Source: an optimization exercise on an open RTL-to-GDS flow (aim: small area, a short achievable clock period and few clock cycles per item). Production flows keep margins and buffers that such runs may drop.
Only simulation tests tie the RTL to the original design; equivalence was not proved.

==> delta <==
Design systolic_array_integration, start of the top module:
module systolic_array_integration #(
    parameter DATA_WIDTH = 32,
    parameter M = 3
) (
    input  wire clk,
    input  wire reset,
    input  wire start,
    input  wire [M-1:0]              s_valid_w,
    output wire [M-1:0]              s_ready_w,
    input  wire [M*DATA_WIDTH-1:0]   s_data_w,
    input  wire [M-1:0]              s_valid_a,
    output wire [M-1:0]              s_ready_a,
    input  wire [M*DATA_WIDTH-1:0]   s_data_a,
    output wire [M*M*DATA_WIDTH-1:0] result_out,
    output reg done
);
==> module sync_fifo, before the edit <==
module sync_fifo (
    input  wire        clk,
    input  wire        reset,
    input  wire        s_valid,
    output wire        s_ready,
    input  wire [31:0] s_data,
    input  wire        pop,
    output wire        hv_next,
    output wire        hold,
    output wire [31:0] head_next,
    output wire [31:0] head
);
    reg [1:0]  taken;    
    reg        ready;    
    reg [1:0]  n;        
    reg [31:0] q0, q1, q2;
    assign s_ready = ready;
    wire       push   = s_valid & s_ready;
    wire [1:0] m      = n - {1'b0, pop};    
    wire [1:0] n_next = m + {1'b0, push};
    assign hold      = n[1] | (n[0] & ~pop);    
    assign hv_next   = push | hold;              
    assign head_next = (push && m == 2'd0) ? s_data : (pop ? q1 : q0);
    assign head      = q0;
    always @(posedge clk or posedge reset) begin
        if (reset) begin
            taken <= 2'd0;
            ready <= 1'b1;
            n     <= 2'd0;
        end else begin
            if (push) begin
                taken <= taken + 2'd1;
                ready <= (taken != 2'd2);
            end
            n <= n_next;
        end
    end
    always @(posedge clk) begin
        q0 <= head_next;
        if (push && m == 2'd1)  q1 <= s_data;
        else if (pop)           q1 <= q2;
        if (push && m == 2'd2)  q2 <= s_data;
    end
endmodule
Settings: LEC_CHECK=0, CAP_MARGIN=70, CORE_MARGIN=2, CORE_UTILIZATION=40, SLEW_MARGIN=70, SYNTH_HIERARCHICAL=1; clock period 12.0 ns.
run.sh (not shown) runs the stock make flow with config.mk's settings and CLKGATE_MAP_FILE= SYNTH_SCRIPT=/design/flow/synth_recipe.tcl, a recipe that flattens the netlist after the stock synthesis.
==> inputs of raven, as changes to delta <==
--- a/flow/design.v
+++ b/flow/design.v
@@ -1,14 +1,19 @@
 module PE (
     input  wire        clk,
     input  wire        reset,
-    input  wire [31:0] a,       
-    input  wire [15:0] one,     
-    input  wire [15:0] two,     
-    input  wire [15:0] neg,     
+    input  wire [31:0] a_next,  
+    input  wire [5:0]  hv_next,  
+    input  wire [31:0] w_next,   
+    output wire [31:0] a_now,   
     output reg  [31:0] result
 );
+  wire [15:0] one, two, neg;
+  skid_buffer booth (.clk(clk), .en(&hv_next), .w(w_next), .one(one), .two(two), .neg(neg));
+  reg  [31:0] a;
+  always @(posedge clk) a <= a_next;
+  assign a_now = a;
   reg  [31:0] acc0;
   reg  [30:0] acc1;
   reg  [30:0] acc2;
   reg  [9:0] acc_x;
   wire [30:0] ar0 = acc0[30:0];
@@ -868,49 +873,57 @@
             two[i] <= en & ((wx[2*i+2] & ~wx[2*i+1] & ~wx[2*i]) | (~wx[2*i+2] & wx[2*i+1] & wx[2*i]));
             neg[i] <= wx[2*i+2] & ~(wx[2*i+1] & wx[2*i]);
         end
     end
 endmodule
-module sync_fifo (
+module sync_fifo #(
+    parameter OWN_HEAD = 1
+) (
     input  wire        clk,
     input  wire        reset,
     input  wire        s_valid,
     output wire        s_ready,
     input  wire [31:0] s_data,
     input  wire        pop,
     output wire        hv_next,
     output wire        hold,
     output wire [31:0] head_next,
-    output wire [31:0] head
+    input  wire [31:0] head_in
 );
     reg [1:0]  taken;    
     reg        ready;    
     reg [1:0]  n;        
-    reg [31:0] q0, q1, q2;
+    reg [31:0] q1, q2;
+    wire [31:0] q0;          
     assign s_ready = ready;
-    wire       push   = s_valid & s_ready;
+    wire       push   = s_valid & (taken != 2'd3);    
     wire [1:0] m      = n - {1'b0, pop};    
     wire [1:0] n_next = m + {1'b0, push};
     assign hold      = n[1] | (n[0] & ~pop);    
     assign hv_next   = push | hold;              
     assign head_next = (push && m == 2'd0) ? s_data : (pop ? q1 : q0);
-    assign head      = q0;
     always @(posedge clk or posedge reset) begin
         if (reset) begin
             taken <= 2'd0;
             ready <= 1'b1;
             n     <= 2'd0;
         end else begin
-            if (push) begin
-                taken <= taken + 2'd1;
-                ready <= (taken != 2'd2);
-            end
+            if (push) taken <= taken + 2'd1;
+            ready <= ~((taken == 2'd3) | (push & (taken == 2'd2)));
             n <= n_next;
         end
     end
+    generate
+        if (OWN_HEAD) begin : own
+            reg [31:0] h;
+            always @(posedge clk) h <= head_next;
+            assign q0 = h;
+        end else begin : ext
+            assign q0 = head_in;
+        end
+    endgenerate
     always @(posedge clk) begin
-        q0 <= head_next;
         if (push && m == 2'd1)  q1 <= s_data;
         else if (pop)           q1 <= q2;
         if (push && m == 2'd2)  q2 <= s_data;
     end
 endmodule
@@ -929,58 +942,57 @@
     input  wire [M*DATA_WIDTH-1:0]   s_data_a,
     output wire [M*M*DATA_WIDTH-1:0] result_out,
     output reg done
 );
     wire [M-1:0] hvn_w, hvn_a;
-    wire [31:0]  hn_w [0:M-1];
-    wire [31:0]  hn_w_unused [0:M-1];
-    wire [31:0]  hn_a_unused [0:M-1];
-    wire [31:0]  ha [0:M-1];
-    wire [15:0]  one [0:M-1];    
-    wire [15:0]  two [0:M-1];    
-    wire [15:0]  neg [0:M-1];
+    wire [M-1:0] hold_unused_w, hold_unused_a;
+    wire [31:0]  hn_w [0:M-1];    
+    wire [31:0]  hn_a [0:M-1];
+    wire [31:0]  ha   [0:M-1];    
+    wire [5:0]   hv_cell = {hvn_w, hvn_a} & {6{~reset}};
     reg  [1:0] step;       
     reg        fire;       
     reg        started;
-    wire       fire_next = (&hvn_w) & (&hvn_a);
     genvar i, j;
     generate
         for (i = 0; i < M; i = i + 1) begin : lane
-            sync_fifo wq (
+            sync_fifo #(.OWN_HEAD(1)) wq (
                 .clk(clk), .reset(reset),
                 .s_valid(s_valid_w[i]), .s_ready(s_ready_w[i]),
                 .s_data(s_data_w[i*32 +: 32]),
-                .pop(fire), .hv_next(hvn_w[i]), .head_next(hn_w[i]),
-                .head(hn_w_unused[i]));
-            sync_fifo aq (
+                .pop(fire), .hv_next(hvn_w[i]), .hold(hold_unused_w[i]),
+                .head_next(hn_w[i]), .head_in(32'd0));
+            sync_fifo #(.OWN_HEAD(0)) aq (
                 .clk(clk), .reset(reset),
                 .s_valid(s_valid_a[i]), .s_ready(s_ready_a[i]),
                 .s_data(s_data_a[i*32 +: 32]),
-                .pop(fire), .hv_next(hvn_a[i]), .head_next(hn_a_unused[i]),
-                .head(ha[i]));
-            skid_buffer enc (
-                .clk(clk), .en(fire_next), .w(hn_w[i]),
-                .one(one[i]), .two(two[i]), .neg(neg[i]));
+                .pop(fire), .hv_next(hvn_a[i]), .hold(hold_unused_a[i]),
+                .head_next(hn_a[i]), .head_in(ha[i]));
         end
         for (i = 0; i < M; i = i + 1) begin : row
             for (j = 0; j < M; j = j + 1) begin : col
+                wire [31:0] a_now;
                 PE pe_unit (
                     .clk(clk), .reset(reset),
-                    .a(ha[i]),
-                    .one(one[j]), .two(two[j]), .neg(neg[j]),
+                    .a_next(hn_a[i]),
+                    .hv_next(hv_cell), .w_next(hn_w[j]),
+                    .a_now(a_now),
                     .result(result_out[(i*M+j)*32 +: 32]));
+                if (j == 0) begin : head
+                    assign ha[i] = a_now;
+                end
             end
         end
     endgenerate
     always @(posedge clk or posedge reset) begin
         if (reset) begin
             step    <= 2'd0;
             fire    <= 1'b0;
             started <= 1'b0;
             done    <= 1'b0;
         end else begin
-            fire <= fire_next;
+            fire <= &hv_cell;
             if (fire) step <= step + 2'd1;
             if (start) started <= 1'b1;
             if ((start | started) && step == 2'd3)
                 done <= 1'b1;
         end
==> flow/flow/run.sh (new file) <==
#!/bin/bash
# Layout flow: the standard layout (standard.sh, all ORFS steps from
# synthesis to the routed layout), except that the input and output port
# buffers are inserted as sky130_fd_sc_hd__buf_4 rather than the flow's
# default choice. Every port still gets its own buffer.
set -euo pipefail
export BUFFER_PORTS_ARGS="-buffer_cell sky130_fd_sc_hd__buf_4"
bash standard.sh > standard_flow.log 2>&1
==> flow/standard.sh (new file) <==
#!/bin/bash
# synth_recipe.tcl (not shown) runs the flow's synth.tcl, then flattens the netlist and writes it again
# the make line also repeats each setting of config.mk as NAME=value (left out here)
make -C /OpenROAD-flow-scripts/flow DESIGN_CONFIG=/design/flow/config.mk WORK_HOME=/design/flow/orfs CLKGATE_MAP_FILE= SYNTH_SCRIPT=/design/flow/synth_recipe.tcl "${@:-finish}"
CORE_UTILIZATION = 60   (was 40)
CTS_BUF_LIST = sky130_fd_sc_hd__clkbuf_16   (was default)
CTS_CLUSTER_DIAMETER = 80   (was default)
CTS_CLUSTER_SIZE = 25   (was default)
PLACE_DENSITY = 0.75   (was default)
removed: flow/run.sh
==> inputs of maple, as changes to delta <==
--- a/flow/design.v
+++ b/flow/design.v
@@ -1,14 +1,19 @@
 module PE (
     input  wire        clk,
     input  wire        reset,
-    input  wire [31:0] a,       
-    input  wire [15:0] one,     
-    input  wire [15:0] two,     
-    input  wire [15:0] neg,     
+    input  wire [31:0] a_next,  
+    input  wire [5:0]  hv_next,  
+    input  wire [31:0] w_next,   
+    output wire [31:0] a_now,   
     output reg  [31:0] result
 );
+  wire [15:0] one, two, neg;
+  skid_buffer booth (.clk(clk), .en(&hv_next), .w(w_next), .one(one), .two(two), .neg(neg));
+  reg  [31:0] a;
+  always @(posedge clk) a <= a_next;
+  assign a_now = a;
   reg  [31:0] acc0;
   reg  [30:0] acc1;
   reg  [30:0] acc2;
   reg  [9:0] acc_x;
   wire [30:0] ar0 = acc0[30:0];
@@ -868,49 +873,60 @@
             two[i] <= en & ((wx[2*i+2] & ~wx[2*i+1] & ~wx[2*i]) | (~wx[2*i+2] & wx[2*i+1] & wx[2*i]));
             neg[i] <= wx[2*i+2] & ~(wx[2*i+1] & wx[2*i]);
         end
     end
 endmodule
-module sync_fifo (
+module sync_fifo #(
+    parameter OWN_HEAD = 1
+) (
     input  wire        clk,
     input  wire        reset,
     input  wire        s_valid,
     output wire        s_ready,
     input  wire [31:0] s_data,
-    input  wire        pop,
+    input  wire        pop_next,    
     output wire        hv_next,
     output wire        hold,
     output wire [31:0] head_next,
-    output wire [31:0] head
+    input  wire [31:0] head_in
 );
     reg [1:0]  taken;    
-    reg        ready;    
+    reg        full;     
     reg [1:0]  n;        
-    reg [31:0] q0, q1, q2;
-    assign s_ready = ready;
-    wire       push   = s_valid & s_ready;
+    reg        pop;      
+    reg [31:0] q1, q2;
+    wire [31:0] q0;          
+    assign s_ready = ~full;
+    wire       push   = s_valid & (taken != 2'd3);    
     wire [1:0] m      = n - {1'b0, pop};    
     wire [1:0] n_next = m + {1'b0, push};
     assign hold      = n[1] | (n[0] & ~pop);    
     assign hv_next   = push | hold;              
     assign head_next = (push && m == 2'd0) ? s_data : (pop ? q1 : q0);
-    assign head      = q0;
     always @(posedge clk or posedge reset) begin
         if (reset) begin
             taken <= 2'd0;
-            ready <= 1'b1;
+            full  <= 1'b0;
             n     <= 2'd0;
+            pop   <= 1'b0;
         end else begin
-            if (push) begin
-                taken <= taken + 2'd1;
-                ready <= (taken != 2'd2);
-            end
+            if (push) taken <= taken + 2'd1;
+            full  <= (taken == 2'd3) | (push & (taken == 2'd2));
             n <= n_next;
+            pop <= pop_next;
         end
     end
+    generate
+        if (OWN_HEAD) begin : own
+            reg [31:0] h;
+            always @(posedge clk) h <= head_next;
+            assign q0 = h;
+        end else begin : ext
+            assign q0 = head_in;
+        end
+    endgenerate
     always @(posedge clk) begin
-        q0 <= head_next;
         if (push && m == 2'd1)  q1 <= s_data;
         else if (pop)           q1 <= q2;
         if (push && m == 2'd2)  q2 <= s_data;
     end
 endmodule
@@ -929,58 +945,57 @@
     input  wire [M*DATA_WIDTH-1:0]   s_data_a,
     output wire [M*M*DATA_WIDTH-1:0] result_out,
     output reg done
 );
     wire [M-1:0] hvn_w, hvn_a;
-    wire [31:0]  hn_w [0:M-1];
-    wire [31:0]  hn_w_unused [0:M-1];
-    wire [31:0]  hn_a_unused [0:M-1];
-    wire [31:0]  ha [0:M-1];
-    wire [15:0]  one [0:M-1];    
-    wire [15:0]  two [0:M-1];    
-    wire [15:0]  neg [0:M-1];
+    wire [M-1:0] hold_unused_w, hold_unused_a;
+    wire [31:0]  hn_w [0:M-1];    
+    wire [31:0]  hn_a [0:M-1];
+    wire [31:0]  ha   [0:M-1];    
+    wire [5:0]   hv_cell = {hvn_w, hvn_a} & {6{~reset}};
     reg  [1:0] step;       
     reg        fire;       
     reg        started;
-    wire       fire_next = (&hvn_w) & (&hvn_a);
     genvar i, j;
     generate
         for (i = 0; i < M; i = i + 1) begin : lane
-            sync_fifo wq (
+            sync_fifo #(.OWN_HEAD(1)) wq (
                 .clk(clk), .reset(reset),
                 .s_valid(s_valid_w[i]), .s_ready(s_ready_w[i]),
                 .s_data(s_data_w[i*32 +: 32]),
-                .pop(fire), .hv_next(hvn_w[i]), .head_next(hn_w[i]),
-                .head(hn_w_unused[i]));
-            sync_fifo aq (
+                .pop_next(&hv_cell), .hv_next(hvn_w[i]), .hold(hold_unused_w[i]),
+                .head_next(hn_w[i]), .head_in(32'd0));
+            sync_fifo #(.OWN_HEAD(0)) aq (
                 .clk(clk), .reset(reset),
                 .s_valid(s_valid_a[i]), .s_ready(s_ready_a[i]),
                 .s_data(s_data_a[i*32 +: 32]),
-                .pop(fire), .hv_next(hvn_a[i]), .head_next(hn_a_unused[i]),
-                .head(ha[i]));
-            skid_buffer enc (
-                .clk(clk), .en(fire_next), .w(hn_w[i]),
-                .one(one[i]), .two(two[i]), .neg(neg[i]));
+                .pop_next(&hv_cell), .hv_next(hvn_a[i]), .hold(hold_unused_a[i]),
+                .head_next(hn_a[i]), .head_in(ha[i]));
         end
         for (i = 0; i < M; i = i + 1) begin : row
             for (j = 0; j < M; j = j + 1) begin : col
+                wire [31:0] a_now;
                 PE pe_unit (
                     .clk(clk), .reset(reset),
-                    .a(ha[i]),
-                    .one(one[j]), .two(two[j]), .neg(neg[j]),
+                    .a_next(hn_a[i]),
+                    .hv_next(hv_cell), .w_next(hn_w[j]),
+                    .a_now(a_now),
                     .result(result_out[(i*M+j)*32 +: 32]));
+                if (j == 0) begin : head
+                    assign ha[i] = a_now;
+                end
             end
         end
     endgenerate
     always @(posedge clk or posedge reset) begin
         if (reset) begin
             step    <= 2'd0;
             fire    <= 1'b0;
             started <= 1'b0;
             done    <= 1'b0;
         end else begin
-            fire <= fire_next;
+            fire <= &hv_cell;
             if (fire) step <= step + 2'd1;
             if (start) started <= 1'b1;
             if ((start | started) && step == 2'd3)
                 done <= 1'b1;
         end
==> flow/flow/run.sh (new file) <==
#!/bin/bash
# Layout flow: the standard layout (standard.sh, all ORFS steps from
# synthesis to the routed layout), except that the input and output port
# buffers are inserted as sky130_fd_sc_hd__buf_4 rather than the flow's
# default choice. Every port still gets its own buffer.
set -euo pipefail
export BUFFER_PORTS_ARGS="-buffer_cell sky130_fd_sc_hd__buf_4"
bash standard.sh > standard_flow.log 2>&1
==> flow/standard.sh (new file) <==
#!/bin/bash
# synth_recipe.tcl (not shown) runs the flow's synth.tcl, then flattens the netlist and writes it again
# the make line also repeats each setting of config.mk as NAME=value (left out here)
make -C /OpenROAD-flow-scripts/flow DESIGN_CONFIG=/design/flow/config.mk WORK_HOME=/design/flow/orfs CLKGATE_MAP_FILE= SYNTH_SCRIPT=/design/flow/synth_recipe.tcl "${@:-finish}"
CORE_UTILIZATION = 60   (was 40)
CTS_BUF_LIST = sky130_fd_sc_hd__clkbuf_16   (was default)
CTS_CLUSTER_DIAMETER = 80   (was default)
CTS_CLUSTER_SIZE = 25   (was default)
PLACE_DENSITY = 0.75   (was default)
removed: flow/run.sh
==> inputs of amber, as changes to delta <==
--- a/flow/design.v
+++ b/flow/design.v
@@ -881,31 +881,26 @@
     output wire        hold,
     output wire [31:0] head_next,
     output wire [31:0] head
 );
     reg [1:0]  taken;    
-    reg        ready;    
     reg [1:0]  n;        
     reg [31:0] q0, q1, q2;
-    assign s_ready = ready;
+    assign s_ready = (taken != 2'd3);
     wire       push   = s_valid & s_ready;
     wire [1:0] m      = n - {1'b0, pop};    
     wire [1:0] n_next = m + {1'b0, push};
     assign hold      = n[1] | (n[0] & ~pop);    
     assign hv_next   = push | hold;              
     assign head_next = (push && m == 2'd0) ? s_data : (pop ? q1 : q0);
     assign head      = q0;
     always @(posedge clk or posedge reset) begin
         if (reset) begin
             taken <= 2'd0;
-            ready <= 1'b1;
             n     <= 2'd0;
         end else begin
-            if (push) begin
-                taken <= taken + 2'd1;
-                ready <= (taken != 2'd2);
-            end
+            if (push) taken <= taken + 2'd1;
             n <= n_next;
         end
     end
     always @(posedge clk) begin
         q0 <= head_next;
==> results.py <==
metrics = {
    "critical_path": {
        "crit_buf_inv": 2,
    },
    "sta": {
        "finalClockSkew_ns": 0.0588,
    },
    "floorplan": {
        "num_tap_cells": 4325,
    },
    "finish": {
        "layout-drive-gt1-share_pct": 11.7,
    },
    "worst_hold_path": {
        "hold_end": "row[0].col[0].pe_unit.result[0]$_DFF_P_",
    },
    "outcome": {
        "status": "finished clean",
    },
}
[end of results for maple]
==> results.py <==
metrics = {
    "outcome": {
        "status": "finished clean",
    },
    "finish": {
        "layout-drive-gt1-share_pct": 11.9,
        "final_common_cell": "xnor2_1",
    },
    "floorplan": {
        "num_tap_cells": 4305,
    },
    "sta": {
        "finalClockSkew_ns": 0.0706,
    },
    "worst_hold_path": {
        "hold_end": "row[1].col[1].pe_unit.result[0]$_DFF_P_",
    },
    "place": {
        "place_ws_ns": 7.13,
    },
    "clock_network": {
        "postCtsSetupRepairBufs": 0,
    },
    "critical_path": {
        "crit_buf_inv": 1,
    },
}
[end of results for raven]
==> results.py <==
metrics = {
    "floorplan": {
        "num_tap_cells": 5976,
    },
    "sta": {
        "finalClockSkew_ns": 0.0734,
    },
    "finish": {
        "layout-drive-gt1-share_pct": 10.3,
    },
    "outcome": {
        "status": "finished clean",
    },
    "worst_hold_path": {
        "hold_end": "row[1].col[1].pe_unit.result[0]$_DFF_P_",
    },
    "critical_path": {
        "rrSetupSlack_ns": 7.38,
        "crit_buf_inv": 2,
    },
    "clock_network": {
        "clockBufferDepth": 4,
    },
    "synth": {
        "synth_area_sq_mm": 0.181,
        "synth_ff_type": "dfrtp_1",
    },
}
[end of results for amber]
==> results.py <==
metrics = {
    "routing": {
        "wl_met3_microns": 65300,
        "routed_wl_microns": 663000,
    },
    "finish": {
        "layout-drive-gt1-share_pct": 11.2,
        "multi_input_comb_area_sq_mm": 0.122,
        "syn_to_final_growth_pct": 16.5,
    },
    "worst_hold_path": {
        "hold_end": "row[1].col[0].pe_unit.result[0]$_DFF_P_",
    },
    "sta": {
        "finalClockSkew_ns": 0.0687,
    },
    "critical_path": {
        "r2r-start": "lane[2].enc.neg[1]$_DFF_P_",
        "crit_buf_inv": 1,
    },
    "outcome": {
        "status": "finished clean",
    },
}
[end of results for delta]
Testbench counts of delta, summed over its fixed seeds: cycles 3,360, items 480.
Testbench counts of raven, summed over its fixed seeds: cycles 3,360, items 480.
Testbench counts of maple, summed over its fixed seeds: cycles 3,360, items 480.
Testbench counts of amber, summed over its fixed seeds: cycles 3,360, items 480.

port drivers added, routing unchanged:
Ports are ideal in the flow. The routed layouts listed here were re-timed in OpenROAD.
Step 1 (the two cells are an assumption about what drives the block):
set clk [get_ports {clk}]
set_driving_cell -lib_cell sky130_fd_sc_hd__clkbuf_16 $clk
set_driving_cell -lib_cell sky130_fd_sc_hd__buf_2 [delete_from_list [all_inputs] $clk]
Step 2 times the ports against the registers' clock, not the clock port: input delays grow and output delays shrink by t, the midpoint of the rising clock arrivals with the driver on.
a / b / c = ideal / step 1 / step 2; a / b = the first two.
run	t (ns)	slack for setup (ns)	hold WS [ns]	clock arrival spread, ns
delta	1.103	7.354 / 7.235 / 6.913	0.377 / 0.377 / 0.377	0.106 / 0.106
raven	1.030	7.688 / 7.572 / 6.984	0.382 / 0.382 / 0.382	0.076 / 0.076
maple	1.042	7.849 / 7.739 / 7.334	0.383 / 0.383 / 0.383	0.063 / 0.063
amber	1.103	7.115 / 6.990 / 6.824	0.378 / 0.378 / 0.378	0.110 / 0.110
After both steps every run listed still meets setup and hold. The setup slack of raven, which loses most, moves by -0.116 ns with the drivers and by -0.704 ns with both steps.
